Background: an optimization exercise with open tools, aiming at small area, a short achievable clock period and few clock cycles. Do not read the settings as production practice. No functional check of the RTL was part of any run shown here. The clock input has no modelled driver; a real chip could not lean on it and would need a root buffer or a full tree. Power is estimated from default activity; no workload was simulated.

==> flow/design.v, too long to show whole: its modules and the start of the top module <==
// module conv2d_3x3_lb: 1166 lines
// module fa3: 10 lines
module conv2d_3x3_lb #(
    parameter MAX_W = 16
)(
    input         clk,
    input         reset,
    input         start,
    input  [7:0]  base_a,
    input  [7:0]  base_b,
    input  [7:0]  base_c,
    input  [4:0]  tile_w,    
    input  [4:0]  tile_h,    
    output reg    busy,
    output reg    done,
    output            a_en,
    output            a_we,          
    output reg  [7:0] a_addr,
    output      [31:0] a_di,         
    input       [31:0] a_dout,
    output            b_en,
    output            b_we,          
    output reg  [7:0] b_addr,
    output      [31:0] b_di,         
    input       [31:0] b_dout,
    output            c_en,
    output            c_we,
    output reg  [7:0] c_addr,
    output reg [31:0] c_di,
    input       [31:0] c_dout        
);
  // ...
==> flow/flow/run.sh <==
#!/bin/bash
# Standard ORFS layout (the standard.sh, unchanged synthesis), with
# timing repair aimed well below the clock period, and plain buffers on the
# ports instead of delay buffers.
set -euo pipefail
bash standard.sh \
  SETUP_SLACK_MARGIN=11 \
  BUFFER_PORTS_ARGS="-buffer_cell sky130_fd_sc_hd__buf_2" \
  CTS_CLUSTER_SIZE=40 CTS_CLUSTER_DIAMETER=80 \
  finish > standard.log 2>&1
==> flow/standard.sh <==
#!/bin/bash
# synth_recipe.tcl (not shown) runs the flow's synth.tcl, then flattens the netlist and writes it again
# the make line also repeats each setting of config.mk as NAME=value (left out here)
make -C /OpenROAD-flow-scripts/flow DESIGN_CONFIG=/design/flow/config.mk WORK_HOME=/design/flow/orfs CLKGATE_MAP_FILE= SYNTH_SCRIPT=/design/flow/synth_recipe.tcl "${@:-finish}"
==> flow/config.mk <==
export PLATFORM = sky130hd
export DESIGN_NAME = conv2d_3x3_lb
export DESIGN_NICKNAME = conv2d_3x3_lb
export VERILOG_FILES = /design/flow/design.v
export SDC_FILE = /design/flow/constraint.sdc
export NUM_CORES = 4
export LEC_CHECK = 0
export CAP_MARGIN = 20
export CORE_MARGIN = 2
export CORE_UTILIZATION = 40
export SLEW_MARGIN = 20
export SYNTH_HIERARCHICAL = 1
export SYNTH_MINIMUM_KEEP_SIZE = 0
==> flow/constraint.sdc <==
create_clock -name core_clock -period 15.0 [get_ports {clk}]
set_input_delay 3.0000 -clock core_clock [delete_from_list [all_inputs] [get_ports {clk}]]
set_output_delay 3.0000 -clock core_clock [all_outputs]
set_load 0.01 [all_outputs]
==> key figures, run 1 <==
Outcome
  – Outcome: finished clean

Power
  – P_comb: 3.59 mW
  – Seq pwr share: 0.197
  – Highest-power group: combinational logic
  – Clock network power: 619 uW
  – Net Switching: 2.29 mW
  – Maximum VDD drop: 0.160 mV

Critical path
  – Cell family with most CP delay: adder cells
  – Crit-path max FO: 22
  – Crit start category: flop
  – Required @ worst endpoint: 15.45 ns
  – Cell chain of the critical path: buf_8, xnor2_1, fa_1, fa_1, fa_1, fa_2, xnor2_2, xnor2_1, xnor2_1, xnor2_1, xnor2_1, xnor2_1
  – CP peak stage delay: 0.59 ns
  – Most frequent CP cell: xnor2_1
  – Slowest stage cell, crit path: dfxtp_2
  – Crit path to: acc_s[31]

Clock network
  – CTS H-Tree Depth: 1
  – Root Driver: clkbuf_16
  – Post-CTS sizing: 201
  – Setup bufs post-CTS: 46

Die
  – Core area: 0.0486 mm2

Placement
  – Port bufs: 162
  – Worst slack, placed: 10.20 ns
  – Gpl congestion: 0.942

Timing
  – Final Cycle Share: 0.283
  – Final Setup Violations: 0
  – Clock skew: 0.0155 ns
  – Pin slew with the least headroom to its limit: 0.992 ns

Yosys
  – Register area share after synthesis: 0.255
  – Prevailing post-synth register cell: dfxtp_1
  – EDFF count, synth: 43
  – Post-synthesis register bit count: 228

Global routing
  – Largest net degree at the start of global routing: 64
  – Vias in the first global route: 15,100
  – Met3 Track Usage GR: 0.0533
  – GRT busiest layer: met2

Hold path
  – Worst min-delay path category: reg -> reg
  – HP Start: f1

Route
  – Via count: 14,500
  – DRC marker count from the first detailed-route iteration: 1,564

Job
  – MaxCap Viol Count: 0

Layout
  – Layout non-clock buf frac: 0.107
  – FF+latch count: 228
  – Clk_buf instances: 23
  – Commonest non-fill, non-tap cell in the layout: xnor2_1
==> run 2, diff against run 1 <==
--- a/flow/design.v
+++ b/flow/design.v
@@ -44,3 +44,3 @@
     reg  [4:0] wr;          
-    reg        f1, f2;
+    reg        f1, f2, f3;
     reg        l1, l2, l3;
@@ -48,5 +48,5 @@
     reg [15:0] bneg, bone, btwo;      
-    reg [31:0] acc_s, acc_c;          
+    reg [31:0] p_s, p_c;              
     wire [31:0] nxt_s, nxt_c;
-    wire [31:0] acc_sum;
+    wire [31:0] acc_next;             
     wire [32:0] bx = {b_dout, 1'b0};
@@ -336,676 +336,582 @@
   wire pp15_1 = ((bone[15] & A_r[1]) | (btwo[15] & A_r[0])) ^ bneg[15];
-  wire as0 = acc_s[0] & ~f2;
-  wire ac0 = acc_c[0] & ~f2;
-  wire as1 = acc_s[1] & ~f2;
-  wire ac1 = acc_c[1] & ~f2;
-  wire as2 = acc_s[2] & ~f2;
-  wire ac2 = acc_c[2] & ~f2;
-  wire as3 = acc_s[3] & ~f2;
-  wire ac3 = acc_c[3] & ~f2;
-  wire as4 = acc_s[4] & ~f2;
-  wire ac4 = acc_c[4] & ~f2;
-  wire as5 = acc_s[5] & ~f2;
-  wire ac5 = acc_c[5] & ~f2;
-  wire as6 = acc_s[6] & ~f2;
-  wire ac6 = acc_c[6] & ~f2;
-  wire as7 = acc_s[7] & ~f2;
-  wire ac7 = acc_c[7] & ~f2;
-  wire as8 = acc_s[8] & ~f2;
-  wire ac8 = acc_c[8] & ~f2;
-  wire as9 = acc_s[9] & ~f2;
-  wire ac9 = acc_c[9] & ~f2;
-  wire as10 = acc_s[10] & ~f2;
-  wire ac10 = acc_c[10] & ~f2;
-  wire as11 = acc_s[11] & ~f2;
-  wire ac11 = acc_c[11] & ~f2;
-  wire as12 = acc_s[12] & ~f2;
-  wire ac12 = acc_c[12] & ~f2;
-  wire as13 = acc_s[13] & ~f2;
-  wire ac13 = acc_c[13] & ~f2;
-  wire as14 = acc_s[14] & ~f2;
-  wire ac14 = acc_c[14] & ~f2;
-  wire as15 = acc_s[15] & ~f2;
-  wire ac15 = acc_c[15] & ~f2;
-  wire as16 = acc_s[16] & ~f2;
-  wire ac16 = acc_c[16] & ~f2;
-  wire as17 = acc_s[17] & ~f2;
-  wire ac17 = acc_c[17] & ~f2;
-  wire as18 = acc_s[18] & ~f2;
-  wire ac18 = acc_c[18] & ~f2;
-  wire as19 = acc_s[19] & ~f2;
-  wire ac19 = acc_c[19] & ~f2;
-  wire as20 = acc_s[20] & ~f2;
-  wire ac20 = acc_c[20] & ~f2;
-  wire as21 = acc_s[21] & ~f2;
-  wire ac21 = acc_c[21] & ~f2;
-  wire as22 = acc_s[22] & ~f2;
-  wire ac22 = acc_c[22] & ~f2;
-  wire as23 = acc_s[23] & ~f2;
-  wire ac23 = acc_c[23] & ~f2;
-  wire as24 = acc_s[24] & ~f2;
-  wire ac24 = acc_c[24] & ~f2;
-  wire as25 = acc_s[25] & ~f2;
-  wire ac25 = acc_c[25] & ~f2;
-  wire as26 = acc_s[26] & ~f2;
-  wire ac26 = acc_c[26] & ~f2;
-  wire as27 = acc_s[27] & ~f2;
-  wire ac27 = acc_c[27] & ~f2;
-  wire as28 = acc_s[28] & ~f2;
-  wire ac28 = acc_c[28] & ~f2;
-  wire as29 = acc_s[29] & ~f2;
-  wire ac29 = acc_c[29] & ~f2;
-  wire as30 = acc_s[30] & ~f2;
-  wire ac30 = acc_c[30] & ~f2;
-  wire as31 = acc_s[31] & ~f2;
-  wire ac31 = acc_c[31] & ~f2;
+  assign nxt_s[0] = bneg[0];
+  assign nxt_c[0] = pp0_0;
+  assign nxt_s[1] = pp0_1;
+  assign nxt_c[1] = 1'b0;
   wire s1, c2;
-  fa3 u_s1 (bneg[0], ac0, as0, s1, c2);
-  assign nxt_s[0] = pp0_0;
-  assign nxt_c[0] = s1;
+  fa3 u_s1 (bneg[1], pp0_2, pp1_0, s1, c2);
+  assign nxt_s[2] = s1;
+  assign nxt_c[2] = 1'b0;
   wire s3, c4;
-  fa3 u_s3 (ac1, as1, pp0_1, s3, c4);
-  assign nxt_s[1] = c2;
-  assign nxt_c[1] = s3;
+  fa3 u_s3 (pp0_3, pp1_1, c2, s3, c4);
+  assign nxt_s[3] = s3;
+  assign nxt_c[3] = 1'b0;
   wire s5, c6;
-  fa3 u_s5 (bneg[1], ac2, as2, s5, c6);
+  fa3 u_s5 (bneg[2], pp0_4, pp1_2, s5, c6);
   wire s7, c8;
-  fa3 u_s7 (pp0_2, pp1_0, s5, s7, c8);
-  assign nxt_s[2] = c4;
-  assign nxt_c[2] = s7;
+  fa3 u_s7 (pp2_0, s5, c4, s7, c8);
+  assign nxt_s[4] = s7;
+  assign nxt_c[4] = 1'b0;
   wire s9, c10;
-  fa3 u_s9 (ac3, as3, pp0_3, s9, c10);
+  fa3 u_s9 (pp0_5, pp1_3, pp2_1, s9, c10);
   wire s11, c12;
-  fa3 u_s11 (pp1_1, c6, s9, s11, c12);
-  assign nxt_s[3] = c8;
-  assign nxt_c[3] = s11;
+  fa3 u_s11 (c6, s9, c8, s11, c12);
+  assign nxt_s[5] = s11;
+  assign nxt_c[5] = 1'b0;
   wire s13, c14;
-  fa3 u_s13 (bneg[2], ac4, as4, s13, c14);
+  fa3 u_s13 (bneg[3], pp0_6, pp1_4, s13, c14);
   wire s15, c16;
-  fa3 u_s15 (pp0_4, pp1_2, pp2_0, s15, c16);
+  fa3 u_s15 (pp2_2, pp3_0, c10, s15, c16);
   wire s17, c18;
-  fa3 u_s17 (s13, c10, s15, s17, c18);
-  assign nxt_s[4] = c12;
-  assign nxt_c[4] = s17;
+  fa3 u_s17 (s13, s15, c12, s17, c18);
+  assign nxt_s[6] = s17;
+  assign nxt_c[6] = 1'b0;
   wire s19, c20;
-  fa3 u_s19 (ac5, as5, pp0_5, s19, c20);
+  fa3 u_s19 (pp0_7, pp1_5, pp2_3, s19, c20);
   wire s21, c22;
-  fa3 u_s21 (pp1_3, pp2_1, c14, s21, c22);
+  fa3 u_s21 (pp3_1, c14, s19, s21, c22);
   wire s23, c24;
-  fa3 u_s23 (c16, s19, s21, s23, c24);
-  assign nxt_s[5] = c18;
-  assign nxt_c[5] = s23;
+  fa3 u_s23 (c16, s21, c18, s23, c24);
+  assign nxt_s[7] = s23;
+  assign nxt_c[7] = 1'b0;
   wire s25, c26;
-  fa3 u_s25 (bneg[3], ac6, as6, s25, c26);
+  fa3 u_s25 (bneg[4], pp0_8, pp1_6, s25, c26);
   wire s27, c28;
-  fa3 u_s27 (pp0_6, pp1_4, pp2_2, s27, c28);
+  fa3 u_s27 (pp2_4, pp3_2, pp4_0, s27, c28);
   wire s29, c30;
-  fa3 u_s29 (pp3_0, s25, c20, s29, c30);
-  wire s31, c32;
-  fa3 u_s31 (s27, c22, s29, s31, c32);
-  assign nxt_s[6] = c24;
-  assign nxt_c[6] = s31;
+  fa3 u_s29 (c20, s25, s27, s29, c30);
+  wire h31, hc32;
+  ha2 u_h31 (c22, s29, h31, hc32);
+  assign nxt_s[8] = h31;
+  assign nxt_c[8] = c24;
   wire s33, c34;
-  fa3 u_s33 (ac7, as7, pp0_7, s33, c34);
+  fa3 u_s33 (pp0_9, pp1_7, pp2_5, s33, c34);
   wire s35, c36;
-  fa3 u_s35 (pp1_5, pp2_3, pp3_1, s35, c36);
+  fa3 u_s35 (pp3_3, pp4_1, c26, s35, c36);
   wire s37, c38;
-  fa3 u_s37 (c26, c28, s33, s37, c38);
+  fa3 u_s37 (c28, s33, s35, s37, c38);
   wire s39, c40;
-  fa3 u_s39 (s35, c30, s37, s39, c40);
-  assign nxt_s[7] = c32;
-  assign nxt_c[7] = s39;
+  fa3 u_s39 (c30, hc32, s37, s39, c40);
+  assign nxt_s[9] = s39;
+  assign nxt_c[9] = 1'b0;
   wire s41, c42;
-  fa3 u_s41 (bneg[4], ac8, as8, s41, c42);
+  fa3 u_s41 (bneg[5], pp0_10, pp1_8, s41, c42);
   wire s43, c44;
-  fa3 u_s43 (pp0_8, pp1_6, pp2_4, s43, c44);
+  fa3 u_s43 (pp2_6, pp3_4, pp4_2, s43, c44);
   wire s45, c46;
-  fa3 u_s45 (pp3_2, pp4_0, s41, s45, c46);
+  fa3 u_s45 (pp5_0, c34, s41, s45, c46);
   wire s47, c48;
-  fa3 u_s47 (c34, c36, s43, s47, c48);
+  fa3 u_s47 (s43, c36, s45, s47, c48);
   wire s49, c50;
-  fa3 u_s49 (s45, c38, s47, s49, c50);
-  assign nxt_s[8] = c40;
-  assign nxt_c[8] = s49;
+  fa3 u_s49 (c38, s47, c40, s49, c50);
+  assign nxt_s[10] = s49;
+  assign nxt_c[10] = 1'b0;
   wire s51, c52;
-  fa3 u_s51 (ac9, as9, pp0_9, s51, c52);
+  fa3 u_s51 (pp0_11, pp1_9, pp2_7, s51, c52);
   wire s53, c54;
-  fa3 u_s53 (pp1_7, pp2_5, pp3_3, s53, c54);
+  fa3 u_s53 (pp3_5, pp4_3, pp5_1, s53, c54);
   wire s55, c56;
-  fa3 u_s55 (pp4_1, c42, c44, s55, c56);
+  fa3 u_s55 (c42, c44, s51, s55, c56);
   wire s57, c58;
-  fa3 u_s57 (s51, s53, c46, s57, c58);
+  fa3 u_s57 (s53, c46, s55, s57, c58);
   wire s59, c60;
-  fa3 u_s59 (s55, c48, s57, s59, c60);
-  assign nxt_s[9] = c50;
-  assign nxt_c[9] = s59;
+  fa3 u_s59 (c48, s57, c50, s59, c60);
+  assign nxt_s[11] = s59;
+  assign nxt_c[11] = 1'b0;
   wire s61, c62;
-  fa3 u_s61 (bneg[5], ac10, as10, s61, c62);
+  fa3 u_s61 (bneg[6], pp0_12, pp1_10, s61, c62);
   wire s63, c64;
-  fa3 u_s63 (pp0_10, pp1_8, pp2_6, s63, c64);
+  fa3 u_s63 (pp2_8, pp3_6, pp4_4, s63, c64);
   wire s65, c66;
-  fa3 u_s65 (pp3_4, pp4_2, pp5_0, s65, c66);
+  fa3 u_s65 (pp5_2, pp6_0, c52, s65, c66);
   wire s67, c68;
-  fa3 u_s67 (s61, c52, c54, s67, c68);
+  fa3 u_s67 (c54, s61, s63, s67, c68);
   wire s69, c70;
-  fa3 u_s69 (s63, s65, c56, s69, c70);
-  wire s71, c72;
-  fa3 u_s71 (s67, c58, s69, s71, c72);
-  assign nxt_s[10] = c60;
-  assign nxt_c[10] = s71;
+  fa3 u_s69 (s65, c56, s67, s69, c70);
+  wire h71, hc72;
+  ha2 u_h71 (c58, s69, h71, hc72);
+  assign nxt_s[12] = h71;
+  assign nxt_c[12] = c60;
   wire s73, c74;
-  fa3 u_s73 (ac11, as11, pp0_11, s73, c74);
+  fa3 u_s73 (pp0_13, pp1_11, pp2_9, s73, c74);
   wire s75, c76;
-  fa3 u_s75 (pp1_9, pp2_7, pp3_5, s75, c76);
+  fa3 u_s75 (pp3_7, pp4_5, pp5_3, s75, c76);
   wire s77, c78;
-  fa3 u_s77 (pp4_3, pp5_1, c62, s77, c78);
+  fa3 u_s77 (pp6_1, c62, c64, s77, c78);
   wire s79, c80;
-  fa3 u_s79 (c64, c66, s73, s79, c80);
+  fa3 u_s79 (s73, s75, c66, s79, c80);
   wire s81, c82;
-  fa3 u_s81 (s75, s77, c68, s81, c82);
+  fa3 u_s81 (s77, c68, s79, s81, c82);
   wire s83, c84;
-  fa3 u_s83 (s79, c70, s81, s83, c84);
-  assign nxt_s[11] = c72;
-  assign nxt_c[11] = s83;
+  fa3 u_s83 (c70, hc72, s81, s83, c84);
+  assign nxt_s[13] = s83;
+  assign nxt_c[13] = 1'b0;
   wire s85, c86;
-  fa3 u_s85 (bneg[6], ac12, as12, s85, c86);
+  fa3 u_s85 (bneg[7], pp0_14, pp1_12, s85, c86);
   wire s87, c88;
-  fa3 u_s87 (pp0_12, pp1_10, pp2_8, s87, c88);
+  fa3 u_s87 (pp2_10, pp3_8, pp4_6, s87, c88);
   wire s89, c90;
-  fa3 u_s89 (pp3_6, pp4_4, pp5_2, s89, c90);
+  fa3 u_s89 (pp5_4, pp6_2, pp7_0, s89, c90);
   wire s91, c92;
-  fa3 u_s91 (pp6_0, s85, c74, s91, c92);
+  fa3 u_s91 (c74, c76, s85, s91, c92);
   wire s93, c94;
-  fa3 u_s93 (c76, s87, s89, s93, c94);
+  fa3 u_s93 (s87, s89, c78, s93, c94);
   wire s95, c96;
-  fa3 u_s95 (c78, s91, c80, s95, c96);
+  fa3 u_s95 (s91, c80, s93, s95, c96);
   wire s97, c98;
-  fa3 u_s97 (s93, c82, s95, s97, c98);
-  assign nxt_s[12] = c84;
-  assign nxt_c[12] = s97;
+  fa3 u_s97 (c82, s95, c84, s97, c98);
+  assign nxt_s[14] = s97;
+  assign nxt_c[14] = 1'b0;
   wire s99, c100;
-  fa3 u_s99 (ac13, as13, pp0_13, s99, c100);
+  fa3 u_s99 (pp0_15, pp1_13, pp2_11, s99, c100);
   wire s101, c102;
-  fa3 u_s101 (pp1_11, pp2_9, pp3_7, s101, c102);
+  fa3 u_s101 (pp3_9, pp4_7, pp5_5, s101, c102);
   wire s103, c104;
-  fa3 u_s103 (pp4_5, pp5_3, pp6_1, s103, c104);
+  fa3 u_s103 (pp6_3, pp7_1, c86, s103, c104);
   wire s105, c106;
-  fa3 u_s105 (c86, c88, c90, s105, c106);
+  fa3 u_s105 (c88, c90, s101, s105, c106);
   wire s107, c108;
-  fa3 u_s107 (s101, s103, s99, s107, c108);
+  fa3 u_s107 (s99, s103, c92, s107, c108);
   wire s109, c110;
-  fa3 u_s109 (c92, s105, c94, s109, c110);
-  wire s111, c112;
-  fa3 u_s111 (s107, c96, s109, s111, c112);
-  assign nxt_s[13] = c98;
-  assign nxt_c[13] = s111;
+  fa3 u_s109 (s105, c94, s107, s109, c110);
+  wire h111, hc112;
+  ha2 u_h111 (c96, s109, h111, hc112);
+  assign nxt_s[15] = h111;
+  assign nxt_c[15] = c98;
   wire s113, c114;
-  fa3 u_s113 (bneg[7], ac14, as14, s113, c114);
+  fa3 u_s113 (bneg[8], pp0_16, pp1_14, s113, c114);
   wire s115, c116;
-  fa3 u_s115 (pp0_14, pp1_12, pp2_10, s115, c116);
+  fa3 u_s115 (pp2_12, pp3_10, pp4_8, s115, c116);
   wire s117, c118;
-  fa3 u_s117 (pp3_8, pp4_6, pp5_4, s117, c118);
+  fa3 u_s117 (pp5_6, pp6_4, pp7_2, s117, c118);
   wire s119, c120;
-  fa3 u_s119 (pp6_2, pp7_0, s113, s119, c120);
+  fa3 u_s119 (pp8_0, c100, c102, s119, c120);
   wire s121, c122;
-  fa3 u_s121 (c100, c102, c104, s121, c122);
+  fa3 u_s121 (s113, s115, s117, s121, c122);
   wire s123, c124;
-  fa3 u_s123 (s115, s117, s119, s123, c124);
+  fa3 u_s123 (c104, s119, c106, s123, c124);
   wire s125, c126;
-  fa3 u_s125 (c106, s121, c108, s125, c126);
+  fa3 u_s125 (s121, c108, s123, s125, c126);
   wire s127, c128;
-  fa3 u_s127 (s123, c110, s125, s127, c128);
-  assign nxt_s[14] = c112;
-  assign nxt_c[14] = s127;
+  fa3 u_s127 (c110, s125, hc112, s127, c128);
+  assign nxt_s[16] = s127;
+  assign nxt_c[16] = 1'b0;
   wire s129, c130;
-  fa3 u_s129 (ac15, as15, pp0_15, s129, c130);
+  fa3 u_s129 (pp0_17, pp1_15, pp2_13, s129, c130);
   wire s131, c132;
-  fa3 u_s131 (pp1_13, pp2_11, pp3_9, s131, c132);
+  fa3 u_s131 (pp3_11, pp4_9, pp5_7, s131, c132);
   wire s133, c134;
-  fa3 u_s133 (pp4_7, pp5_5, pp6_3, s133, c134);
+  fa3 u_s133 (pp6_5, pp7_3, pp8_1, s133, c134);
   wire s135, c136;
-  fa3 u_s135 (pp7_1, c114, c116, s135, c136);
+  fa3 u_s135 (c114, c116, c118, s135, c136);
   wire s137, c138;
-  fa3 u_s137 (c118, s129, s131, s137, c138);
+  fa3 u_s137 (s129, s131, s133, s137, c138);
   wire s139, c140;
-  fa3 u_s139 (s133, c120, c122, s139, c140);
+  fa3 u_s139 (c120, s135, c122, s139, c140);
   wire s141, c142;
-  fa3 u_s141 (s135, s137, c124, s141, c142);
-  wire s143, c144;
-  fa3 u_s143 (c126, s139, s141, s143, c144);
-  assign nxt_s[15] = c128;
-  assign nxt_c[15] = s143;
+  fa3 u_s141 (s137, c124, s139, s141, c142);
+  wire h143, hc144;
+  ha2 u_h143 (c126, s141, h143, hc144);
+  assign nxt_s[17] = h143;
+  assign nxt_c[17] = c128;
   wire s145, c146;
-  fa3 u_s145 (bneg[8], ac16, as16, s145, c146);
+  fa3 u_s145 (bneg[9], pp0_18, pp1_16, s145, c146);
   wire s147, c148;
-  fa3 u_s147 (pp0_16, pp1_14, pp2_12, s147, c148);
+  fa3 u_s147 (pp2_14, pp3_12, pp4_10, s147, c148);
   wire s149, c150;
-  fa3 u_s149 (pp3_10, pp4_8, pp5_6, s149, c150);
+  fa3 u_s149 (pp5_8, pp6_6, pp7_4, s149, c150);
   wire s151, c152;
-  fa3 u_s151 (pp6_4, pp7_2, pp8_0, s151, c152);
+  fa3 u_s151 (pp8_2, pp9_0, c130, s151, c152);
   wire s153, c154;
-  fa3 u_s153 (s145, c130, c132, s153, c154);
+  fa3 u_s153 (c132, c134, s145, s153, c154);
   wire s155, c156;
-  fa3 u_s155 (c134, s147, s149, s155, c156);
+  fa3 u_s155 (s147, s149, c136, s155, c156);
   wire s157, c158;
-  fa3 u_s157 (s151, c136, s153, s157, c158);
+  fa3 u_s157 (s151, c138, s153, s157, c158);
   wire s159, c160;
-  fa3 u_s159 (c138, s155, c140, s159, c160);
+  fa3 u_s159 (c140, s155, s157, s159, c160);
   wire s161, c162;
-  fa3 u_s161 (s157, c142, s159, s161, c162);
-  assign nxt_s[16] = c144;
-  assign nxt_c[16] = s161;
+  fa3 u_s161 (c142, s159, hc144, s161, c162);
+  assign nxt_s[18] = s161;
+  assign nxt_c[18] = 1'b0;
   wire s163, c164;
-  fa3 u_s163 (ac17, as17, pp0_17, s163, c164);
+  fa3 u_s163 (pp0_19, pp1_17, pp2_15, s163, c164);
   wire s165, c166;
-  fa3 u_s165 (pp1_15, pp2_13, pp3_11, s165, c166);
+  fa3 u_s165 (pp3_13, pp4_11, pp5_9, s165, c166);
   wire s167, c168;
-  fa3 u_s167 (pp4_9, pp5_7, pp6_5, s167, c168);
+  fa3 u_s167 (pp6_7, pp7_5, pp8_3, s167, c168);
   wire s169, c170;
-  fa3 u_s169 (pp7_3, pp8_1, c146, s169, c170);
+  fa3 u_s169 (pp9_1, c146, c148, s169, c170);
   wire s171, c172;
-  fa3 u_s171 (c148, c150, c152, s171, c172);
+  fa3 u_s171 (c150, s163, s165, s171, c172);
   wire s173, c174;
-  fa3 u_s173 (s163, s165, s167, s173, c174);
+  fa3 u_s173 (s167, c152, s169, s173, c174);
   wire s175, c176;
-  fa3 u_s175 (s169, c154, s171, s175, c176);
+  fa3 u_s175 (c154, s171, c156, s175, c176);
   wire s177, c178;
-  fa3 u_s177 (c156, s173, c158, s177, c178);
-  wire s179, c180;
-  fa3 u_s179 (s175, c160, s177, s179, c180);
-  assign nxt_s[17] = c162;
-  assign nxt_c[17] = s179;
+  fa3 u_s177 (c158, s173, s175, s177, c178);
+  wire h179, hc180;
+  ha2 u_h179 (c160, s177, h179, hc180);
+  assign nxt_s[19] = h179;
+  assign nxt_c[19] = c162;
   wire s181, c182;
-  fa3 u_s181 (bneg[9], ac18, as18, s181, c182);
+  fa3 u_s181 (bneg[10], pp0_20, pp10_0, s181, c182);
   wire s183, c184;
-  fa3 u_s183 (pp0_18, pp1_16, pp2_14, s183, c184);
+  fa3 u_s183 (pp1_18, pp2_16, pp3_14, s183, c184);
   wire s185, c186;
-  fa3 u_s185 (pp3_12, pp4_10, pp5_8, s185, c186);
+  fa3 u_s185 (pp4_12, pp5_10, pp6_8, s185, c186);
   wire s187, c188;
-  fa3 u_s187 (pp6_6, pp7_4, pp8_2, s187, c188);
+  fa3 u_s187 (pp7_6, pp8_4, pp9_2, s187, c188);
   wire s189, c190;
-  fa3 u_s189 (pp9_0, s181, c164, s189, c190);
+  fa3 u_s189 (c164, c166, c168, s189, c190);
   wire s191, c192;
-  fa3 u_s191 (c166, c168, s183, s191, c192);
+  fa3 u_s191 (s181, s183, s185, s191, c192);
   wire s193, c194;
-  fa3 u_s193 (s185, s187, c170, s193, c194);
+  fa3 u_s193 (s187, c170, s189, s193, c194);
   wire s195, c196;
-  fa3 u_s195 (c172, s189, c174, s195, c196);
+  fa3 u_s195 (c172, s191, c174, s195, c196);
   wire s197, c198;
-  fa3 u_s197 (s191, s193, c176, s197, c198);
-  wire s199, c200;
-  fa3 u_s199 (s195, c178, s197, s199, c200);
-  assign nxt_s[18] = c180;
-  assign nxt_c[18] = s199;
+  fa3 u_s197 (s193, c176, s195, s197, c198);
+  wire h199, hc200;
+  ha2 u_h199 (c178, s197, h199, hc200);
+  assign nxt_s[20] = hc180;
+  assign nxt_c[20] = h199;
   wire s201, c202;
-  fa3 u_s201 (ac19, as19, pp0_19, s201, c202);
+  fa3 u_s201 (pp0_21, pp10_1, pp1_19, s201, c202);
   wire s203, c204;
-  fa3 u_s203 (pp1_17, pp2_15, pp3_13, s203, c204);
+  fa3 u_s203 (pp2_17, pp3_15, pp4_13, s203, c204);
   wire s205, c206;
-  fa3 u_s205 (pp4_11, pp5_9, pp6_7, s205, c206);
+  fa3 u_s205 (pp5_11, pp6_9, pp7_7, s205, c206);
   wire s207, c208;
-  fa3 u_s207 (pp7_5, pp8_3, pp9_1, s207, c208);
+  fa3 u_s207 (pp8_5, pp9_3, c182, s207, c208);
   wire s209, c210;
-  fa3 u_s209 (c182, c184, c186, s209, c210);
+  fa3 u_s209 (c184, c186, c188, s209, c210);
   wire s211, c212;
-  fa3 u_s211 (c188, s201, s203, s211, c212);
+  fa3 u_s211 (s201, s203, s205, s211, c212);
   wire s213, c214;
-  fa3 u_s213 (s205, s207, c190, s213, c214);
+  fa3 u_s213 (c190, s207, s209, s213, c214);
   wire s215, c216;
-  fa3 u_s215 (s209, c192, c194, s215, c216);
+  fa3 u_s215 (c192, s211, c194, s215, c216);
   wire s217, c218;
-  fa3 u_s217 (s211, c196, s213, s217, c218);
-  wire s219, c220;
-  fa3 u_s219 (s215, c198, s217, s219, c220);
-  assign nxt_s[19] = c200;
-  assign nxt_c[19] = s219;
+  fa3 u_s217 (s213, c196, s215, s217, c218);
+  wire h219, hc220;
+  ha2 u_h219 (c198, s217, h219, hc220);
+  assign nxt_s[21] = hc200;
+  assign nxt_c[21] = h219;
   wire s221, c222;
-  fa3 u_s221 (bneg[10], ac20, as20, s221, c222);
+  fa3 u_s221 (bneg[11], pp0_22, pp10_2, s221, c222);
   wire s223, c224;
-  fa3 u_s223 (pp0_20, pp10_0, pp1_18, s223, c224);
+  fa3 u_s223 (pp11_0, pp1_20, pp2_18, s223, c224);
   wire s225, c226;
-  fa3 u_s225 (pp2_16, pp3_14, pp4_12, s225, c226);
+  fa3 u_s225 (pp3_16, pp4_14, pp5_12, s225, c226);
   wire s227, c228;
-  fa3 u_s227 (pp5_10, pp6_8, pp7_6, s227, c228);
+  fa3 u_s227 (pp6_10, pp7_8, pp8_6, s227, c228);
   wire s229, c230;
-  fa3 u_s229 (pp8_4, pp9_2, s221, s229, c230);
+  fa3 u_s229 (pp9_4, c202, c204, s229, c230);
   wire s231, c232;
-  fa3 u_s231 (c202, c204, c206, s231, c232);
+  fa3 u_s231 (c206, s221, s223, s231, c232);
   wire s233, c234;
-  fa3 u_s233 (c208, s223, s225, s233, c234);
+  fa3 u_s233 (s225, s227, c208, s233, c234);
   wire s235, c236;
-  fa3 u_s235 (s227, s229, c210, s235, c236);
+  fa3 u_s235 (c210, s229, c212, s235, c236);
   wire s237, c238;
-  fa3 u_s237 (s231, c212, s233, s237, c238);
+  fa3 u_s237 (s231, c214, s233, s237, c238);
   wire s239, c240;
-  fa3 u_s239 (c214, s235, c216, s239, c240);
-  wire s241, c242;
-  fa3 u_s241 (s237, c218, s239, s241, c242);
-  assign nxt_s[20] = c220;
-  assign nxt_c[20] = s241;
+  fa3 u_s239 (s235, c216, s237, s239, c240);
+  wire h241, hc242;
+  ha2 u_h241 (c218, s239, h241, hc242);
+  assign nxt_s[22] = hc220;
+  assign nxt_c[22] = h241;
   wire s243, c244;
-  fa3 u_s243 (ac21, as21, pp0_21, s243, c244);
+  fa3 u_s243 (pp0_23, pp10_3, pp11_1, s243, c244);
   wire s245, c246;
-  fa3 u_s245 (pp10_1, pp1_19, pp2_17, s245, c246);
+  fa3 u_s245 (pp1_21, pp2_19, pp3_17, s245, c246);
   wire s247, c248;
-  fa3 u_s247 (pp3_15, pp4_13, pp5_11, s247, c248);
+  fa3 u_s247 (pp4_15, pp5_13, pp6_11, s247, c248);
   wire s249, c250;
-  fa3 u_s249 (pp6_9, pp7_7, pp8_5, s249, c250);
+  fa3 u_s249 (pp7_9, pp8_7, pp9_5, s249, c250);
   wire s251, c252;
-  fa3 u_s251 (pp9_3, c222, c224, s251, c252);
+  fa3 u_s251 (c222, c224, c226, s251, c252);
   wire s253, c254;
-  fa3 u_s253 (c226, c228, s243, s253, c254);
+  fa3 u_s253 (c228, s243, s245, s253, c254);
   wire s255, c256;
-  fa3 u_s255 (s245, s247, s249, s255, c256);
+  fa3 u_s255 (s247, s249, c230, s255, c256);
   wire s257, c258;
-  fa3 u_s257 (c230, c232, s251, s257, c258);
+  fa3 u_s257 (s251, c232, s253, s257, c258);
   wire s259, c260;
-  fa3 u_s259 (c234, s253, s255, s259, c260);
+  fa3 u_s259 (c234, c236, s255, s259, c260);
   wire s261, c262;
-  fa3 u_s261 (c236, c238, s257, s261, c262);
-  wire s263, c264;
-  fa3 u_s263 (s259, c240, s261, s263, c264);
-  assign nxt_s[21] = c242;
-  assign nxt_c[21] = s263;
+  fa3 u_s261 (s257, c238, s259, s261, c262);
+  wire h263, hc264;
+  ha2 u_h263 (c240, s261, h263, hc264);
+  assign nxt_s[23] = hc242;
+  assign nxt_c[23] = h263;
   wire s265, c266;
-  fa3 u_s265 (bneg[11], ac22, as22, s265, c266);
+  fa3 u_s265 (bneg[12], pp0_24, pp10_4, s265, c266);
   wire s267, c268;
-  fa3 u_s267 (pp0_22, pp10_2, pp11_0, s267, c268);
+  fa3 u_s267 (pp11_2, pp12_0, pp1_22, s267, c268);
   wire s269, c270;
-  fa3 u_s269 (pp1_20, pp2_18, pp3_16, s269, c270);
+  fa3 u_s269 (pp2_20, pp3_18, pp4_16, s269, c270);
   wire s271, c272;
-  fa3 u_s271 (pp4_14, pp5_12, pp6_10, s271, c272);
+  fa3 u_s271 (pp5_14, pp6_12, pp7_10, s271, c272);
   wire s273, c274;
-  fa3 u_s273 (pp7_8, pp8_6, pp9_4, s273, c274);
+  fa3 u_s273 (pp8_8, pp9_6, c244, s273, c274);
   wire s275, c276;
-  fa3 u_s275 (s265, c244, c246, s275, c276);
+  fa3 u_s275 (c246, c248, c250, s275, c276);
   wire s277, c278;
-  fa3 u_s277 (c248, c250, s267, s277, c278);
+  fa3 u_s277 (s265, s267, s269, s277, c278);
   wire s279, c280;
-  fa3 u_s279 (s269, s271, s273, s279, c280);
+  fa3 u_s279 (s271, c252, s273, s279, c280);
   wire s281, c282;
-  fa3 u_s281 (c252, s275, c254, s281, c282);
+  fa3 u_s281 (s275, c254, s277, s281, c282);
   wire s283, c284;
-  fa3 u_s283 (c256, s277, s279, s283, c284);
+  fa3 u_s283 (c256, c258, s279, s283, c284);
   wire s285, c286;
-  fa3 u_s285 (c258, c260, s281, s285, c286);
-  wire s287, c288;
-  fa3 u_s287 (s283, c262, s285, s287, c288);
-  assign nxt_s[22] = c264;
-  assign nxt_c[22] = s287;
+  fa3 u_s285 (s281, c260, s283, s285, c286);
+  wire h287, hc288;
+  ha2 u_h287 (c262, s285, h287, hc288);
+  assign nxt_s[24] = hc264;
+  assign nxt_c[24] = h287;
   wire s289, c290;
-  fa3 u_s289 (ac23, as23, pp0_23, s289, c290);
+  fa3 u_s289 (pp0_25, pp10_5, pp11_3, s289, c290);
   wire s291, c292;
-  fa3 u_s291 (pp10_3, pp11_1, pp1_21, s291, c292);
+  fa3 u_s291 (pp12_1, pp1_23, pp2_21, s291, c292);
   wire s293, c294;
-  fa3 u_s293 (pp2_19, pp3_17, pp4_15, s293, c294);
+  fa3 u_s293 (pp3_19, pp4_17, pp5_15, s293, c294);
   wire s295, c296;
-  fa3 u_s295 (pp5_13, pp6_11, pp7_9, s295, c296);
+  fa3 u_s295 (pp6_13, pp7_11, pp8_9, s295, c296);
   wire s297, c298;
-  fa3 u_s297 (pp8_7, pp9_5, c266, s297, c298);
+  fa3 u_s297 (pp9_7, c266, c268, s297, c298);
   wire s299, c300;
-  fa3 u_s299 (c268, c270, c272, s299, c300);
+  fa3 u_s299 (c270, c272, s289, s299, c300);
   wire s301, c302;
-  fa3 u_s301 (c274, s289, s291, s301, c302);
+  fa3 u_s301 (s291, s293, s295, s301, c302);
   wire s303, c304;
-  fa3 u_s303 (s293, s295, s297, s303, c304);
+  fa3 u_s303 (c274, c276, s297, s303, c304);
   wire s305, c306;
-  fa3 u_s305 (c276, s299, c278, s305, c306);
+  fa3 u_s305 (c278, s299, s301, s305, c306);
   wire s307, c308;
-  fa3 u_s307 (c280, s301, s303, s307, c308);
+  fa3 u_s307 (c280, c282, s303, s307, c308);
   wire s309, c310;
-  fa3 u_s309 (c282, c284, s305, s309, c310);
-  wire s311, c312;
-  fa3 u_s311 (s307, c286, s309, s311, c312);
-  assign nxt_s[23] = c288;
-  assign nxt_c[23] = s311;
+  fa3 u_s309 (s305, c284, s307, s309, c310);
+  wire h311, hc312;
+  ha2 u_h311 (c286, s309, h311, hc312);
+  assign nxt_s[25] = hc288;
+  assign nxt_c[25] = h311;
   wire s313, c314;
-  fa3 u_s313 (bneg[12], ac24, as24, s313, c314);
+  fa3 u_s313 (bneg[13], pp0_26, pp10_6, s313, c314);
   wire s315, c316;
-  fa3 u_s315 (pp0_24, pp10_4, pp11_2, s315, c316);
+  fa3 u_s315 (pp11_4, pp12_2, pp13_0, s315, c316);
   wire s317, c318;
-  fa3 u_s317 (pp12_0, pp1_22, pp2_20, s317, c318);
+  fa3 u_s317 (pp1_24, pp2_22, pp3_20, s317, c318);
   wire s319, c320;
-  fa3 u_s319 (pp3_18, pp4_16, pp5_14, s319, c320);
+  fa3 u_s319 (pp4_18, pp5_16, pp6_14, s319, c320);
   wire s321, c322;
-  fa3 u_s321 (pp6_12, pp7_10, pp8_8, s321, c322);
+  fa3 u_s321 (pp7_12, pp8_10, pp9_8, s321, c322);
   wire s323, c324;
-  fa3 u_s323 (pp9_6, s313, c290, s323, c324);
+  fa3 u_s323 (c290, c292, c294, s323, c324);
   wire s325, c326;
-  fa3 u_s325 (c292, c294, c296, s325, c326);
+  fa3 u_s325 (c296, s313, s315, s325, c326);
   wire s327, c328;
-  fa3 u_s327 (s315, s317, s319, s327, c328);
+  fa3 u_s327 (s317, s319, s321, s327, c328);
   wire s329, c330;
-  fa3 u_s329 (s321, c298, c300, s329, c330);
+  fa3 u_s329 (c298, s323, c300, s329, c330);
   wire s331, c332;
-  fa3 u_s331 (s323, s325, c302, s331, c332);
+  fa3 u_s331 (c302, s325, s327, s331, c332);
   wire s333, c334;
-  fa3 u_s333 (s327, c304, c306, s333, c334);
+  fa3 u_s333 (c304, c306, s329, s333, c334);
   wire s335, c336;
-  fa3 u_s335 (s329, s331, c308, s335, c336);
-  wire s337, c338;
-  fa3 u_s337 (c310, s333, s335, s337, c338);
-  assign nxt_s[24] = c312;
-  assign nxt_c[24] = s337;
+  fa3 u_s335 (s331, c308, s333, s335, c336);
+  wire h337, hc338;
+  ha2 u_h337 (c310, s335, h337, hc338);
+  assign nxt_s[26] = hc312;
+  assign nxt_c[26] = h337;
   wire s339, c340;
-  fa3 u_s339 (ac25, as25, pp0_25, s339, c340);
+  fa3 u_s339 (pp0_27, pp10_7, pp11_5, s339, c340);
   wire s341, c342;
-  fa3 u_s341 (pp10_5, pp11_3, pp12_1, s341, c342);
+  fa3 u_s341 (pp12_3, pp13_1, pp1_25, s341, c342);
   wire s343, c344;
-  fa3 u_s343 (pp1_23, pp2_21, pp3_19, s343, c344);
+  fa3 u_s343 (pp2_23, pp3_21, pp4_19, s343, c344);
   wire s345, c346;
-  fa3 u_s345 (pp4_17, pp5_15, pp6_13, s345, c346);
+  fa3 u_s345 (pp5_17, pp6_15, pp7_13, s345, c346);
   wire s347, c348;
-  fa3 u_s347 (pp7_11, pp8_9, pp9_7, s347, c348);
+  fa3 u_s347 (pp8_11, pp9_9, c314, s347, c348);
   wire s349, c350;
-  fa3 u_s349 (c314, c316, c318, s349, c350);
+  fa3 u_s349 (c316, c318, c320, s349, c350);
   wire s351, c352;
-  fa3 u_s351 (c320, c322, s339, s351, c352);
+  fa3 u_s351 (c322, s339, s341, s351, c352);
   wire s353, c354;
-  fa3 u_s353 (s341, s343, s345, s353, c354);
+  fa3 u_s353 (s343, s345, c324, s353, c354);
   wire s355, c356;
-  fa3 u_s355 (s347, c324, c326, s355, c356);
+  fa3 u_s355 (s347, s349, c326, s355, c356);
   wire s357, c358;
-  fa3 u_s357 (s349, c328, s351, s357, c358);
+  fa3 u_s357 (c328, s351, c330, s357, c358);
   wire s359, c360;
-  fa3 u_s359 (s353, c330, c332, s359, c360);
+  fa3 u_s359 (s353, c332, s355, s359, c360);
   wire s361, c362;
-  fa3 u_s361 (s355, s357, c334, s361, c362);
-  wire s363, c364;
-  fa3 u_s363 (s359, c336, s361, s363, c364);
-  assign nxt_s[25] = c338;
-  assign nxt_c[25] = s363;
+  fa3 u_s361 (c334, s357, s359, s361, c362);
+  wire h363, hc364;
+  ha2 u_h363 (c336, s361, h363, hc364);
+  assign nxt_s[27] = hc338;
+  assign nxt_c[27] = h363;
   wire s365, c366;
-  fa3 u_s365 (bneg[13], ac26, as26, s365, c366);
+  fa3 u_s365 (bneg[14], pp0_28, pp10_8, s365, c366);
   wire s367, c368;
-  fa3 u_s367 (pp0_26, pp10_6, pp11_4, s367, c368);
+  fa3 u_s367 (pp11_6, pp12_4, pp13_2, s367, c368);
   wire s369, c370;
-  fa3 u_s369 (pp12_2, pp13_0, pp1_24, s369, c370);
+  fa3 u_s369 (pp14_0, pp1_26, pp2_24, s369, c370);
   wire s371, c372;
-  fa3 u_s371 (pp2_22, pp3_20, pp4_18, s371, c372);
+  fa3 u_s371 (pp3_22, pp4_20, pp5_18, s371, c372);
   wire s373, c374;
-  fa3 u_s373 (pp5_16, pp6_14, pp7_12, s373, c374);
+  fa3 u_s373 (pp6_16, pp7_14, pp8_12, s373, c374);
   wire s375, c376;
-  fa3 u_s375 (pp8_10, pp9_8, s365, s375, c376);
+  fa3 u_s375 (pp9_10, c340, c342, s375, c376);
   wire s377, c378;
-  fa3 u_s377 (c340, c342, c344, s377, c378);
+  fa3 u_s377 (c344, c346, s365, s377, c378);
   wire s379, c380;
-  fa3 u_s379 (c346, c348, s367, s379, c380);
+  fa3 u_s379 (s367, s369, s371, s379, c380);
   wire s381, c382;
-  fa3 u_s381 (s369, s371, s373, s381, c382);
+  fa3 u_s381 (s373, c348, c350, s381, c382);
   wire s383, c384;
-  fa3 u_s383 (s375, c350, s377, s383, c384);
+  fa3 u_s383 (s375, c352, s377, s383, c384);
   wire s385, c386;
-  fa3 u_s385 (c352, c354, s379, s385, c386);
+  fa3 u_s385 (s379, c354, c356, s385, c386);
   wire s387, c388;
-  fa3 u_s387 (s381, c356, c358, s387, c388);
+  fa3 u_s387 (s381, s383, c358, s387, c388);
   wire s389, c390;
-  fa3 u_s389 (s383, s385, c360, s389, c390);
-  wire s391, c392;
-  fa3 u_s391 (s387, c362, s389, s391, c392);
-  assign nxt_s[26] = c364;
-  assign nxt_c[26] = s391;
+  fa3 u_s389 (c360, s385, s387, s389, c390);
+  wire h391, hc392;
+  ha2 u_h391 (c362, hc364, h391, hc392);
+  assign nxt_s[28] = s389;
+  assign nxt_c[28] = h391;
   wire s393, c394;
-  fa3 u_s393 (ac27, as27, pp0_27, s393, c394);
+  fa3 u_s393 (pp0_29, pp10_9, pp11_7, s393, c394);
   wire s395, c396;
-  fa3 u_s395 (pp10_7, pp11_5, pp12_3, s395, c396);
+  fa3 u_s395 (pp12_5, pp13_3, pp14_1, s395, c396);
   wire s397, c398;
-  fa3 u_s397 (pp13_1, pp1_25, pp2_23, s397, c398);
+  fa3 u_s397 (pp1_27, pp2_25, pp3_23, s397, c398);
   wire s399, c400;
-  fa3 u_s399 (pp3_21, pp4_19, pp5_17, s399, c400);
+  fa3 u_s399 (pp4_21, pp5_19, pp6_17, s399, c400);
   wire s401, c402;
-  fa3 u_s401 (pp6_15, pp7_13, pp8_11, s401, c402);
+  fa3 u_s401 (pp7_15, pp8_13, pp9_11, s401, c402);
   wire s403, c404;
-  fa3 u_s403 (pp9_9, c366, c368, s403, c404);
+  fa3 u_s403 (c366, c368, c370, s403, c404);
   wire s405, c406;
-  fa3 u_s405 (c370, c372, c374, s405, c406);
+  fa3 u_s405 (c372, c374, s393, s405, c406);
   wire s407, c408;
-  fa3 u_s407 (s393, s395, s397, s407, c408);
+  fa3 u_s407 (s395, s397, s399, s407, c408);
   wire s409, c410;
-  fa3 u_s409 (s399, s401, c376, s409, c410);
+  fa3 u_s409 (s401, c376, s403, s409, c410);
   wire s411, c412;
-  fa3 u_s411 (c378, s403, s405, s411, c412);
+  fa3 u_s411 (c378, c380, s405, s411, c412);
   wire s413, c414;
-  fa3 u_s413 (c380, c382, s407, s413, c414);
+  fa3 u_s413 (s407, c382, c384, s413, c414);
   wire s415, c416;
-  fa3 u_s415 (s409, c384, c386, s415, c416);
+  fa3 u_s415 (s409, s411, c386, s415, c416);
   wire s417, c418;
-  fa3 u_s417 (s411, s413, c388, s417, c418);
-  wire s419, c420;
-  fa3 u_s419 (s415, c390, s417, s419, c420);
-  assign nxt_s[27] = c392;
-  assign nxt_c[27] = s419;
+  fa3 u_s417 (s413, c388, s415, s417, c418);
+  wire h419, hc420;
+  ha2 u_h419 (c390, s417, h419, hc420);
+  assign nxt_s[29] = hc392;
+  assign nxt_c[29] = h419;
   wire s421, c422;
-  fa3 u_s421 (bneg[14], ac28, as28, s421, c422);
+  fa3 u_s421 (bneg[15], pp0_30, pp10_10, s421, c422);
   wire s423, c424;
-  fa3 u_s423 (pp0_28, pp10_8, pp11_6, s423, c424);
+  fa3 u_s423 (pp11_8, pp12_6, pp13_4, s423, c424);
   wire s425, c426;
-  fa3 u_s425 (pp12_4, pp13_2, pp14_0, s425, c426);
+  fa3 u_s425 (pp14_2, pp15_0, pp1_28, s425, c426);
   wire s427, c428;
-  fa3 u_s427 (pp1_26, pp2_24, pp3_22, s427, c428);
+  fa3 u_s427 (pp2_26, pp3_24, pp4_22, s427, c428);
   wire s429, c430;
-  fa3 u_s429 (pp4_20, pp5_18, pp6_16, s429, c430);
+  fa3 u_s429 (pp5_20, pp6_18, pp7_16, s429, c430);
   wire s431, c432;
-  fa3 u_s431 (pp7_14, pp8_12, pp9_10, s431, c432);
+  fa3 u_s431 (pp8_14, pp9_12, c394, s431, c432);
   wire s433, c434;
-  fa3 u_s433 (s421, c394, c396, s433, c434);
+  fa3 u_s433 (c396, c398, c400, s433, c434);
   wire s435, c436;
-  fa3 u_s435 (c398, c400, c402, s435, c436);
+  fa3 u_s435 (c402, s421, s423, s435, c436);
   wire s437, c438;
-  fa3 u_s437 (s423, s425, s427, s437, c438);
+  fa3 u_s437 (s425, s427, s429, s437, c438);
   wire s439, c440;
-  fa3 u_s439 (s429, s431, c404, s439, c440);
+  fa3 u_s439 (c404, s431, s433, s439, c440);
   wire s441, c442;
-  fa3 u_s441 (c406, s433, s435, s441, c442);
+  fa3 u_s441 (c406, c408, s435, s441, c442);
   wire s443, c444;
-  fa3 u_s443 (c408, s437, c410, s443, c444);
+  fa3 u_s443 (s437, c410, c412, s443, c444);
   wire s445, c446;
-  fa3 u_s445 (c412, s439, c414, s445, c446);
+  fa3 u_s445 (s439, s441, c414, s445, c446);
   wire s447, c448;
-  fa3 u_s447 (s441, s443, c416, s447, c448);
-  wire s449, c450;
-  fa3 u_s449 (s445, c418, s447, s449, c450);
-  assign nxt_s[28] = c420;
-  assign nxt_c[28] = s449;
-  wire s451, c452;
-  fa3 u_s451 (ac29, as29, pp0_29, s451, c452);
-  wire s453, c454;
-  fa3 u_s453 (pp10_9, pp11_7, pp12_5, s453, c454);
-  wire s455, c456;
-  fa3 u_s455 (pp13_3, pp14_1, pp1_27, s455, c456);
-  wire s457, c458;
-  fa3 u_s457 (pp2_25, pp3_23, pp4_21, s457, c458);
-  wire s459, c460;
-  fa3 u_s459 (pp5_19, pp6_17, pp7_15, s459, c460);
-  wire s461, c462;
-  fa3 u_s461 (pp8_13, pp9_11, c422, s461, c462);
-  wire s463, c464;
-  fa3 u_s463 (c424, c426, c428, s463, c464);
-  wire s465, c466;
-  fa3 u_s465 (c430, c432, s451, s465, c466);
-  wire s467, c468;
-  fa3 u_s467 (s453, s455, s457, s467, c468);
-  wire s469, c470;
-  fa3 u_s469 (s459, s461, c434, s469, c470);
-  wire s471, c472;
-  fa3 u_s471 (c436, s463, c438, s471, c472);
-  wire s473, c474;
-  fa3 u_s473 (s465, s467, c440, s473, c474);
-  wire s475, c476;
-  fa3 u_s475 (c442, s469, s471, s475, c476);
-  wire s477, c478;
-  fa3 u_s477 (c444, s473, c446, s477, c478);
-  wire s479, c480;
-  fa3 u_s479 (s475, c448, s477, s479, c480);
-  assign nxt_s[29] = c450;
-  assign nxt_c[29] = s479;
-  wire s481, c482;
-  fa3 u_s481 (bneg[15], ac30, as30, s481, c482);
-  wire s483, c484;
-  fa3 u_s483 (pp0_30, pp10_10, pp11_8, s483, c484);
-  wire s485, c486;
-  fa3 u_s485 (pp12_6, pp13_4, pp14_2, s485, c486);
-  wire s487, c488;
-  fa3 u_s487 (pp15_0, pp1_28, pp2_26, s487, c488);
-  wire s489, c490;
-  fa3 u_s489 (pp3_24, pp4_22, pp5_20, s489, c490);
-  wire s491, c492;
-  fa3 u_s491 (pp6_18, pp7_16, pp8_14, s491, c492);
-  wire s493, c494;
-  fa3 u_s493 (pp9_12, s481, c452, s493, c494);
-  wire s495, c496;
-  fa3 u_s495 (c454, c456, c458, s495, c496);
-  wire s497, c498;
-  fa3 u_s497 (c460, s483, s485, s497, c498);
-  wire s499, c500;
-  fa3 u_s499 (s487, s489, s491, s499, c500);
-  wire s501, c502;
-  fa3 u_s501 (c462, c464, s493, s501, c502);
-  wire s503, c504;
-  fa3 u_s503 (s495, c466, c468, s503, c504);
-  wire s505, c506;
-  fa3 u_s505 (s497, s499, c470, s505, c506);
-  wire s507, c508;
-  fa3 u_s507 (c472, s501, s503, s507, c508);
-  wire s509, c510;
-  fa3 u_s509 (c474, s505, c476, s509, c510);
-  wire s511, c512;
-  fa3 u_s511 (s507, c478, s509, s511, c512);
-  assign nxt_s[30] = c480;
-  assign nxt_c[30] = s511;
-  wire x513 = ac31 ^ as31;
-  wire x514 = x513 ^ pp0_31;
-  wire x515 = pp10_11 ^ pp11_9;
-  wire x516 = pp12_7 ^ pp13_5;
-  wire x517 = pp14_3 ^ pp15_1;
-  wire x518 = pp1_29 ^ pp2_27;
-  wire x519 = pp3_25 ^ pp4_23;
-  wire x520 = pp5_21 ^ pp6_19;
-  wire x521 = pp7_17 ^ pp8_15;
-  wire x522 = pp9_13 ^ c482;
-  wire x523 = x514 ^ x515;
-  wire x524 = x516 ^ x517;
-  wire x525 = x518 ^ x519;
-  wire x526 = x520 ^ x521;
-  wire x527 = x522 ^ c484;
-  wire x528 = c486 ^ c488;
-  wire x529 = c490 ^ c492;
-  wire x530 = x523 ^ x524;
-  wire x531 = x525 ^ x526;
-  wire x532 = x527 ^ x528;
-  wire x533 = x529 ^ x530;
-  wire x534 = x531 ^ c494;
-  wire x535 = c496 ^ c498;
-  wire x536 = c500 ^ x532;
-  wire x537 = x533 ^ x534;
-  wire x538 = x535 ^ x536;
-  wire x539 = c502 ^ c504;
-  wire x540 = x537 ^ x538;
-  wire x541 = x539 ^ c506;
-  wire x542 = x540 ^ c508;
-  wire x543 = x541 ^ x542;
-  wire x544 = c510 ^ x543;
-  assign nxt_s[31] = x544;
-  assign nxt_c[31] = c512;
-  wire [31:0] ad_p = acc_s ^ acc_c;
-  wire [31:0] ad_g = acc_s & acc_c;
+  fa3 u_s447 (s443, c416, s445, s447, c448);
+  wire h449, hc450;
+  ha2 u_h449 (c418, s447, h449, hc450);
+  assign nxt_s[30] = hc420;
+  assign nxt_c[30] = h449;
+  wire x451 = pp0_31 ^ pp10_11;
+  wire x452 = pp11_9 ^ pp12_7;
+  wire x453 = pp13_5 ^ pp14_3;
+  wire x454 = pp15_1 ^ pp1_29;
+  wire x455 = pp2_27 ^ pp3_25;
+  wire x456 = pp4_23 ^ pp5_21;
+  wire x457 = pp6_19 ^ pp7_17;
+  wire x458 = pp8_15 ^ pp9_13;
+  wire x459 = x451 ^ x452;
+  wire x460 = x453 ^ x454;
+  wire x461 = x455 ^ x456;
+  wire x462 = x457 ^ x458;
+  wire x463 = c422 ^ c424;
+  wire x464 = c426 ^ c428;
+  wire x465 = c430 ^ x459;
+  wire x466 = x460 ^ x461;
+  wire x467 = x462 ^ x463;
+  wire x468 = x464 ^ x465;
+  wire x469 = x466 ^ c432;
+  wire x470 = c434 ^ c436;
+  wire x471 = c438 ^ x467;
+  wire x472 = x468 ^ x469;
+  wire x473 = x470 ^ x471;
+  wire x474 = c440 ^ c442;
+  wire x475 = x472 ^ x473;
+  wire x476 = x474 ^ x475;
+  wire x477 = c444 ^ x476;
+  wire x478 = c446 ^ x477;
+  wire x479 = x478 ^ c448;
+  assign nxt_s[31] = x479;
+  assign nxt_c[31] = hc450;
+  wire [31:0] accm = c_di & {32{~f3}};
+  wire [31:0] csa_s, csa_c;
+  assign csa_c[0] = 1'b0;
+  fa3 u_csa0 (accm[0], p_s[0], p_c[0], csa_s[0], csa_c[1]);
+  fa3 u_csa1 (accm[1], p_s[1], p_c[1], csa_s[1], csa_c[2]);
+  fa3 u_csa2 (accm[2], p_s[2], p_c[2], csa_s[2], csa_c[3]);
+  fa3 u_csa3 (accm[3], p_s[3], p_c[3], csa_s[3], csa_c[4]);
+  fa3 u_csa4 (accm[4], p_s[4], p_c[4], csa_s[4], csa_c[5]);
+  fa3 u_csa5 (accm[5], p_s[5], p_c[5], csa_s[5], csa_c[6]);
+  fa3 u_csa6 (accm[6], p_s[6], p_c[6], csa_s[6], csa_c[7]);
+  fa3 u_csa7 (accm[7], p_s[7], p_c[7], csa_s[7], csa_c[8]);
+  fa3 u_csa8 (accm[8], p_s[8], p_c[8], csa_s[8], csa_c[9]);
+  fa3 u_csa9 (accm[9], p_s[9], p_c[9], csa_s[9], csa_c[10]);
+  fa3 u_csa10 (accm[10], p_s[10], p_c[10], csa_s[10], csa_c[11]);
+  fa3 u_csa11 (accm[11], p_s[11], p_c[11], csa_s[11], csa_c[12]);
+  fa3 u_csa12 (accm[12], p_s[12], p_c[12], csa_s[12], csa_c[13]);
+  fa3 u_csa13 (accm[13], p_s[13], p_c[13], csa_s[13], csa_c[14]);
+  fa3 u_csa14 (accm[14], p_s[14], p_c[14], csa_s[14], csa_c[15]);
+  fa3 u_csa15 (accm[15], p_s[15], p_c[15], csa_s[15], csa_c[16]);
+  fa3 u_csa16 (accm[16], p_s[16], p_c[16], csa_s[16], csa_c[17]);
+  fa3 u_csa17 (accm[17], p_s[17], p_c[17], csa_s[17], csa_c[18]);
+  fa3 u_csa18 (accm[18], p_s[18], p_c[18], csa_s[18], csa_c[19]);
+  fa3 u_csa19 (accm[19], p_s[19], p_c[19], csa_s[19], csa_c[20]);
+  fa3 u_csa20 (accm[20], p_s[20], p_c[20], csa_s[20], csa_c[21]);
+  fa3 u_csa21 (accm[21], p_s[21], p_c[21], csa_s[21], csa_c[22]);
+  fa3 u_csa22 (accm[22], p_s[22], p_c[22], csa_s[22], csa_c[23]);
+  fa3 u_csa23 (accm[23], p_s[23], p_c[23], csa_s[23], csa_c[24]);
+  fa3 u_csa24 (accm[24], p_s[24], p_c[24], csa_s[24], csa_c[25]);
+  fa3 u_csa25 (accm[25], p_s[25], p_c[25], csa_s[25], csa_c[26]);
+  fa3 u_csa26 (accm[26], p_s[26], p_c[26], csa_s[26], csa_c[27]);
+  fa3 u_csa27 (accm[27], p_s[27], p_c[27], csa_s[27], csa_c[28]);
+  fa3 u_csa28 (accm[28], p_s[28], p_c[28], csa_s[28], csa_c[29]);
+  fa3 u_csa29 (accm[29], p_s[29], p_c[29], csa_s[29], csa_c[30]);
+  fa3 u_csa30 (accm[30], p_s[30], p_c[30], csa_s[30], csa_c[31]);
+  assign csa_s[31] = accm[31] ^ p_s[31] ^ p_c[31];
+  wire [31:0] ad_p = csa_s ^ csa_c;
+  wire [31:0] ad_g = csa_s & csa_c;
   wire adG1 = ad_g[1] | (ad_p[1] & ad_g[0]);
@@ -1093,3 +999,3 @@
   wire adG57 = ad_g[30] | (ad_p[30] & adG42);
-  assign acc_sum = ad_p ^ {adG57, adG42, adG56, adG35, adG55, adG41, adG54, adG32, adG53, adG40, adG52, adG34, adG51, adG39, adG50, adG29, adG49, adG38, adG48, adG33, adG47, adG37, adG46, adG25, adG45, adG36, adG44, adG17, adG43, adG1, ad_g[0], 1'b0};
+  assign acc_next = ad_p ^ {adG57, adG42, adG56, adG35, adG55, adG41, adG54, adG32, adG53, adG40, adG52, adG34, adG51, adG39, adG50, adG29, adG49, adG38, adG48, adG33, adG47, adG37, adG46, adG25, adG45, adG36, adG44, adG17, adG43, adG1, ad_g[0], 1'b0};
     always @(posedge clk) begin
@@ -1099,7 +1005,8 @@
         btwo  <= enc_two;
-        acc_s <= nxt_s;
-        acc_c <= nxt_c;
-        c_di  <= acc_sum;
+        p_s   <= nxt_s;
+        p_c   <= nxt_c;
+        c_di  <= acc_next;
         f1    <= (kj == 2'd0) && (ki == 2'd0);
         f2    <= f1;
+        f3    <= f2;
     end
@@ -1177 +1084,10 @@
 endmodule
+module ha2 (
+    input  a,
+    input  b,
+    output s,
+    output co
+);
+    assign s  = a ^ b;
+    assign co = a & b;
+endmodule
==> flow/flow/run.sh (replaced) <==
#!/bin/bash
# Standard ORFS layout (the standard.sh, unchanged synthesis), with
# timing repair aimed well below the clock period, plain buffers on the ports
# instead of delay buffers, and a two-level clock tree (see post_cts.tcl).
set -euo pipefail
here=$(pwd)
bash standard.sh \
  SETUP_SLACK_MARGIN=11 \
  BUFFER_PORTS_ARGS="-buffer_cell sky130_fd_sc_hd__buf_2" \
  CTS_ARGS="-sink_clustering_enable -repair_clock_nets -sink_clustering_size 30 -sink_clustering_max_diameter 150 -dont_use_dummy_load" \
  POST_CTS_TCL="$here/flow/post_cts.tcl" \
  finish > standard.log 2>&1
==> flow/flow/post_cts.tcl (new file) <==
# Runs at the end of ORFS's CTS step (POST_CTS_TCL hook).
# TritonCTS builds a root buffer, H-tree buffers and leaf (sink cluster)
# buffers. This design has few registers, so the H-tree level is removed: the
# root buffer drives every leaf buffer directly. Every register's clock still
# comes through two clkbuf_16, with nearly the same latency for all of them.
set block [ord::get_db_block]
set clk_net [[$block findBTerm clk] getNet]
proc is_clkbuf {inst} {
  return [string match "sky130_fd_sc_hd__clkbuf_*" [[$inst getMaster] getName]]
}
set root ""
set leaves {}
set middles {}
foreach inst [$block getInsts] {
  if {![is_clkbuf $inst]} { continue }
  set out [[$inst findITerm X] getNet]
  set in [[$inst findITerm A] getNet]
  if {$out == "NULL" || $in == "NULL"} { continue }
  if {[$out getSigType] != "CLOCK"} { continue }
  if {[$in getName] == [$clk_net getName]} { set root $inst; continue }
  set drives_buf 0
  foreach it [$out getITerms] {
    if {[$it isInputSignal] && [is_clkbuf [$it getInst]]} { set drives_buf 1 }
  }
  if {$drives_buf} { lappend middles $inst } else { lappend leaves $inst }
}
puts "post_cts: root [expr {$root == "" ? "none" : [$root getName]}], [llength $middles] middle buffers, [llength $leaves] leaf buffers"
if {$root != "" && [llength $middles] >= 1 && [llength $leaves] <= 12} {
  set root_net [[$root findITerm X] getNet]
  foreach inst $leaves {
    set a [$inst findITerm A]
    $a disconnect
    $a connect $root_net
  }
  foreach inst $middles {
    set out [[$inst findITerm X] getNet]
    odb::dbInst_destroy $inst
    if {[llength [$out getITerms]] == 0} { odb::dbNet_destroy $out }
  }
  puts "post_cts: the root buffer now drives the leaf buffers directly"
  estimate_parasitics -placement
  repair_timing_helper
  detailed_placement
  check_placement -verbose
  report_clock_latency
}
==> run 2 against run 1 <==
  * Still clean on timing, DRC and antenna
  * Register-to-register slack worse by 0.29 ns
  * Via count fell by 3.7%
  * Area after synthesis down 2.3%
  * Cell area decreased by 3.7%
  * Combinational power up 4%
  * Power shrank 5.0%
  * Sequential share of layout area shrank 0.23 points
  * Highest routed layer is now met4
==> key figures, run 2 <==
Timing
  – Hold WS: 0.333 ns
  – Clock skew: 0.0699 ns (+0.0543 ns)
  – Final Setup Violations: 0 (unchanged)
  – Max transition margin: 0.612
  – RSZ-0062 raised after global routing: true
  – Pin slew with the least headroom to its limit: 0.582 ns (-0.410 ns)
  – Fin. max-slew vios: 0
  – Setup TNS: 0 ns
  – F_max: 0.220 GHz
  – Final Hold Vio Count: 0
  – Crit path time final: 4.54 ns
  – Final Cycle Share: 0.303 (+0.0193)

Yosys
  – Mapped cell area: 0.0191 mm2
  – Asr flop ratio synth: 0
  – Cells after Synth: 1,752
  – Count of cell types in the netlist: 56
  – EDFF count, synth: 43 (unchanged)
  – Yosys top cell area share: 0.268
  – Yosys Warn Count: 7
  – Largest area contributor in the netlist: fa_1
  – Top cells by count, synth: xnor2_1 (323), fa_1 (256), a22oi_1 (249)
  – Most frequent cell after synthesis: xnor2_1
  – Register area share after synthesis: 0.248 (-0.00763)
  – Prevailing post-synth register cell: dfxtp_1
  – Post-synthesis register bit count: 215 (-5.7%)
  – Top cells by area, synth: fa_1 (27%), dfxtp_1 (18%), xnor2_1 (15%)
  – Mapped Avg Cell Area: 10.9 um2

Power
  – Clock power share: 0.058
  – PD cells: 223 mW/mm2
  – Leakage: 8.62 nW
  – Maximum VDD drop: 0.189 mV (+18%)
  – Power Internal: 2.76 mW
  – Seq pwr share: 0.189 (-0.008)
  – Net Switching: 2.22 mW (-3.0%)
  – Comb power frac: 0.753
  – Switching power share of the total: 0.445

Layout
  – Layout cell share with drive strength beyond 1: 0.247
  – Fin nets: 2,359
  – Commonest non-fill, non-tap cell in the layout: xnor2_1
  – Commonest cells after routing, fill and taps aside: xnor2_1 (316), a22oi_1 (231), fa_1 (227)
  – Top flop regs: A_r (32), c_di (32), p_s (32)
  – Layout area overhead: 16.8%

Critical path
  – Crit-path max FO: 12 (-45%)
  – Flop-to-flop setup slack: 10.46 ns
  – Required @ worst endpoint: 15.34 ns (-0.11 ns)
  – R2R depth: 15
  – FF-to-FF End: p_s[31]
  – Critical path type: reg -> reg
  – Crit. End Element: flop
  – R2R Path Start: A_r[8]
  – Crit start category: flop
  – Critical path data arrival time: 4.88 ns

Route
  – DRC marker count from the first detailed-route iteration: 1,177 (-25%)
  – First-pass DRT Iterations: 5
  – Total wire length: 57,000 um
  – DRC errors left: 0
  – Wirelength per Cell: 22.7 um
  – Via density: 5.53
  – Via count: 13,900 (-3.7%)
  – Remaining antenna violation count: 0

Hold path
  – HP Start: f2
  – Worst min-delay path category: reg -> reg
  – WHS Endpoint: f3
  – Hold depth: 0

Placement
  – Detailed placement HPWL: 36,300 um
  – Port bufs: 162 (unchanged)
  – Gpl congestion: 0.912 (-3.2%)

Clock network
  – Clock latency at the later pin of the worst-skew pair: 0.44 ns
  – Clock Sinks: 215
  – Clock transition at path regs: 0.11 ns

Global routing
  – Total GRT Usage: 0.228
  – Vias in the first global route: 14,600 (-3.1%)
  – Global-route wire length before repair: 85,700 um
  – Initial antenna violation count: 5
  – Largest net degree at the start of global routing: 55 (-14%)
  – Gr ovfl total: 0

Die
  – Die H: 223 um
  – Chip width: 223 um
  – # rows: 80
  – Overall die area: 0.0496 mm2
  – Initial Util: 0.403
  – Num ports: 261
  – Core area: 0.0474 mm2 (-2.5%)

Job
  – MaxCap Viol Count: 0 (unchanged)

Outcome
  – Outcome: finished clean
run 2: cell type report:
class	count	area, um2
Clock buffer	9	225
Timing Repair Buffer	274	2460
Inverter	51	195
Fill cell	4411	25100
Tap cell	615	769
Antenna cell	4	10.0
Multi-Input combinational cell	1349	13800
Sequential cell	215	4920
run 2: stage by stage:
stage                     utilization  instance area [um2]  setup slack, ns  power (mW)  std cells
after detailed placement        0.426                20200             9.71        4.42       2429
after global placement          0.426                20200             9.73        4.34       2429
after global routing            0.471                22300            10.34        5.53       2515
after floorplan                     -                19600            10.79        3.45       1831
final                           0.471                22300            10.46        4.98       2517
run 2: how the worst max path moves through the flow:
stage,startpoint,to
global placement,bone[5],p_s[31]
floorplan,A_r[7],p_s[31]
finish,A_r[8],p_s[31]
detailed placement,bone[5],p_s[31]
global route,A_r[7],p_s[31]
run 2: kinds of logic (layout without fill, tap and decap cells):
group / after synthesis / count (layout) / synth area share
compound gates: 363 / 363 / 0.138
mux: 11 / 11 / 0.00628
buf+inv: 267 / 334 / 0.0705
simple gates: 197 / 197 / 0.0540
flops: 215 / 215 / 0.248
other cells: 1 / 84 / 0.000196
xor+xnor: 372 / 372 / 0.170
fa+ha+maj: 326 / 326 / 0.314
run 2: Yosys stat by module, one instance, submodules excluded:
module         copies in the design  area, um2  cells inside  flip-flops and latches
conv2d_3x3_lb                     1      14100          1496                     215
fa3                             240       20.0             1                       0
ha2                              16       12.5             1                       0
run 2: layer usage:
| metal | GRT usage | vias up | routed length (um) |
|---|---|---|---|
| li1 | - | 6087 | - |
| met1 | 0.278 | 6943 | 22200 |
| met2 | 0.376 | 725 | 26900 |
| met3 | 0.0569 | 171 | 5100 |
| met4 | 0.111 | 0 | 2760 |
| met5 | 0 | - | 0 |
run 2: critical path, stage by stage, from the launching register on:
cell,delay (ns)
dfxtp_4,0.37
buf_12,0.16
a22oi_2,0.17
xnor2_1,0.16
fa_1,0.49
fa_1,0.48
fa_2,0.36
fa_2,0.35
fa_1,0.47
fa_2,0.35
xor2_1,0.16
xnor2_1,0.14
xnor2_1,0.23
xnor2_1,0.19
xnor2_1,0.19
xnor2_2,0.18
run 2: power groups by stage:
stage | clock, mW | combinational, mW | sequential [mW]
floorplan | 0 | 2.53 | 0.925
global placement | 0 | 3.39 | 0.944
detailed placement | 0 | 3.47 | 0.949
global route | 0.322 | 4.25 | 0.958
finish | 0.288 | 3.75 | 0.943

Setup slack of run 2, layout unchanged: 10.460 ns with ideal ports, 10.460 ns with driving cells assumed (clock clkbuf_16, inputs buf_2), 10.460 ns with port delays also shifted by the 0.456 ns mid clock arrival.
